Context: an optimization exercise on an open-source flow, tuned for small area, a short achievable clock period and few clock cycles. The choices shown serve that exercise and are no tape-out recipe.

// projeto
module projeto(
    input ck,
    input inicio,
    input rst,
    input [15:0] X,
    input [15:0] A,
    input [15:0] B,
    input [15:0] C,
    output pronto,
    output overflow,
    output [15:0] resultado
);
    reg busy, pr, ov;
    reg [15:0] r;
    wire [15:0] m = busy ? r : A;
    wire [15:0] k = busy ? C : B;
    wire [15:0] s;
    wire o;
    mac u(.m(m), .x(X), .k(k), .s(s), .o(o));
    always @(posedge ck) begin
        r  <= s;
        ov <= o | (busy & ov);
        if (rst) begin
            busy <= 1'b0;
            pr   <= 1'b0;
        end else begin
            busy <= ~busy & inicio;
            pr   <= busy;
        end
    end
    assign pronto = pr;
    assign resultado = r;
    assign overflow = ov;
endmodule
For scale: ~19 flip-flops, about 85 I/O pins.
clock: 9.5 ns
lec_check: 0
cap_margin: 20
core_margin: 2
core_utilization: 40
slew_margin: 20
standard.sh (not shown) runs the stock make flow with config.mk's settings and CLKGATE_MAP_FILE= SYNTH_SCRIPT=/design/flow/synth_recipe.tcl, a recipe that flattens the netlist after the stock synthesis.
==> flow/flow/run.sh <==
#!/bin/bash
# Standard ORFS layout with two changes: Yosys's early "abc -fast" is skipped so the
# explicit adder tree in the RTL maps straight onto full-adder cells, and port buffers
# use the smallest buffer.
set -euo pipefail
export SYNTH_ARGS="-noabc"
export BUFFER_PORTS_ARGS="-buffer_cell sky130_fd_sc_hd__buf_1"
bash standard.sh > standard.log 2>&1
Next try:
--- a/flow/design.v
+++ b/flow/design.v
@@ -1,16 +1,17 @@
 module mac(
     input [15:0] m,
     input [15:0] x,
     input [15:0] k,
-    output [15:0] s,
-    output o
+    output [15:0] ra,
+    output [15:0] rb,
+    output po
 );
     wire pp_0_0 = m[0] & x[0];
     wire pp_0_1 = m[0] & x[1];
     wire pp_0_2 = m[0] & x[2];
     wire pp_0_3 = m[0] & x[3];
     wire pp_0_4 = m[0] & x[4];
     wire pp_0_5 = m[0] & x[5];
     wire pp_0_6 = m[0] & x[6];
     wire pp_0_7 = m[0] & x[7];
     wire pp_0_8 = m[0] & x[8];
@@ -374,51 +375,51 @@
     wire s231 = s221 ^ s223 ^ s225;
     wire c232 = (s221 & s223) | (s221 & s225) | (s223 & s225);
     wire s233 = s227 ^ c200 ^ c202;
     wire c234 = (s227 & c200) | (s227 & c202) | (c200 & c202);
     wire s235 = s229 ^ s231 ^ c204;
     wire c236 = (s229 & s231) | (s229 & c204) | (s231 & c204);
     wire s237 = c206 ^ s233 ^ s235;
     wire c238 = (c206 & s233) | (c206 & s235) | (s233 & s235);
     wire s239 = c208 ^ c210 ^ s237;
     wire c240 = (c208 & c210) | (c208 & s237) | (c210 & s237);
-    wire [15:0] ra = {s239, s209, s181, s155, s131, s109, s89, s71, s55, s41, s29, s19, s11, s5, s1, k[0]};
-    wire [15:0] rb = {1'b0, c182, 1'b0, c132, 1'b0, 1'b0, c72, 1'b0, 1'b0, c30, 1'b0, 1'b0, 1'b0, 1'b0, 1'b0, pp_0_0};
-    wire [16:0] sum = ra + rb;
-    assign s = sum[15:0];
+    assign ra = {s239, s209, s181, s155, s131, s109, s89, s71, s55, s41, s29, s19, s11, s5, s1, k[0]};
+    assign rb = {1'b0, c182, 1'b0, c132, 1'b0, 1'b0, c72, 1'b0, 1'b0, c30, 1'b0, 1'b0, 1'b0, 1'b0, 1'b0, pp_0_0};
     wire hi = (m[1] & (|x[15:15])) | (m[2] & (|x[15:14])) | (m[3] & (|x[15:13])) | (m[4] & (|x[15:12])) | (m[5] & (|x[15:11])) | (m[6] & (|x[15:10])) | (m[7] & (|x[15:9])) | (m[8] & (|x[15:8])) | (m[9] & (|x[15:7])) | (m[10] & (|x[15:6])) | (m[11] & (|x[15:5])) | (m[12] & (|x[15:4])) | (m[13] & (|x[15:3])) | (m[14] & (|x[15:2])) | (m[15] & (|x[15:1]));
-    assign o = hi | sum[16] | c212 | c214 | c216 | c218 | c220 | c222 | c224 | c226 | c228 | c230 | c232 | c234 | c236 | c238 | c240;
+    assign po = hi | c212 | c214 | c216 | c218 | c220 | c222 | c224 | c226 | c228 | c230 | c232 | c234 | c236 | c238 | c240;
 endmodule
 module projeto(
     input ck,
     input inicio,
     input rst,
     input [15:0] X,
     input [15:0] A,
     input [15:0] B,
     input [15:0] C,
     output pronto,
     output overflow,
     output [15:0] resultado
 );
     reg busy, pr, ov;
-    reg [15:0] r;
-    wire [15:0] m = busy ? r : A;
+    reg [15:0] qa, qb;
+    wire [16:0] v = qa + qb;
+    wire [15:0] m = busy ? v[15:0] : A;
     wire [15:0] k = busy ? C : B;
-    wire [15:0] s;
-    wire o;
-    mac u(.m(m), .x(X), .k(k), .s(s), .o(o));
+    wire [15:0] ra, rb;
+    wire po;
+    mac u(.m(m), .x(X), .k(k), .ra(ra), .rb(rb), .po(po));
     always @(posedge ck) begin
-        r  <= s;
-        ov <= o | (busy & ov);
+        qa <= ra;
+        qb <= rb;
+        ov <= po | (busy & (ov | v[16]));
         if (rst) begin
             busy <= 1'b0;
             pr   <= 1'b0;
         end else begin
             busy <= ~busy & inicio;
             pr   <= busy;
         end
     end
     assign pronto = pr;
-    assign resultado = r;
-    assign overflow = ov;
+    assign resultado = v[15:0];
+    assign overflow = ov | v[16];
 endmodule
After rerunning: Non-clock buffer count is lower by 1. Design area goes up by 8.3%. Wire length climbs by 12%. Worst setup slack loses 0.071 ns. Sequential share of layout area goes up by 1.2 points. Die area is higher by 10%. Area after synthesis grows by 10%. Cell count went up by 11%. Sequential cell count rises by 5.
No functional check of the RTL was part of any run of this note.

==> static timing again, ports no longer ideal <==
No port has a modelled driver above. Below, the same layouts with a new extraction and two added sets of constraints.
Step 1 assumes that a clkbuf_16 drives the clock port and a buf_2 every other input.
Step 2 adds t to the input delays and takes it off the output delays; t is the mean of the earliest and latest rising clock arrival at the registers after step 1. Input paths then give back, and output paths get back, about the clock's delay inside the block.
Three values: ideal ports, drivers, drivers and shift; two values: the first two.
run	t (ns)	setup slack, ns	worst register clock-pin slew, ns
the first run	0.279	2.588 / 2.599 / 2.320	0.06 / 0.06
the second run	0.289	2.518 / 2.522 / 2.233	0.06 / 0.06
After both steps setup and hold are still met in every run listed. For the second run, which loses most, drivers alone change the setup slack by +0.004 ns; drivers and shift together by -0.285 ns.
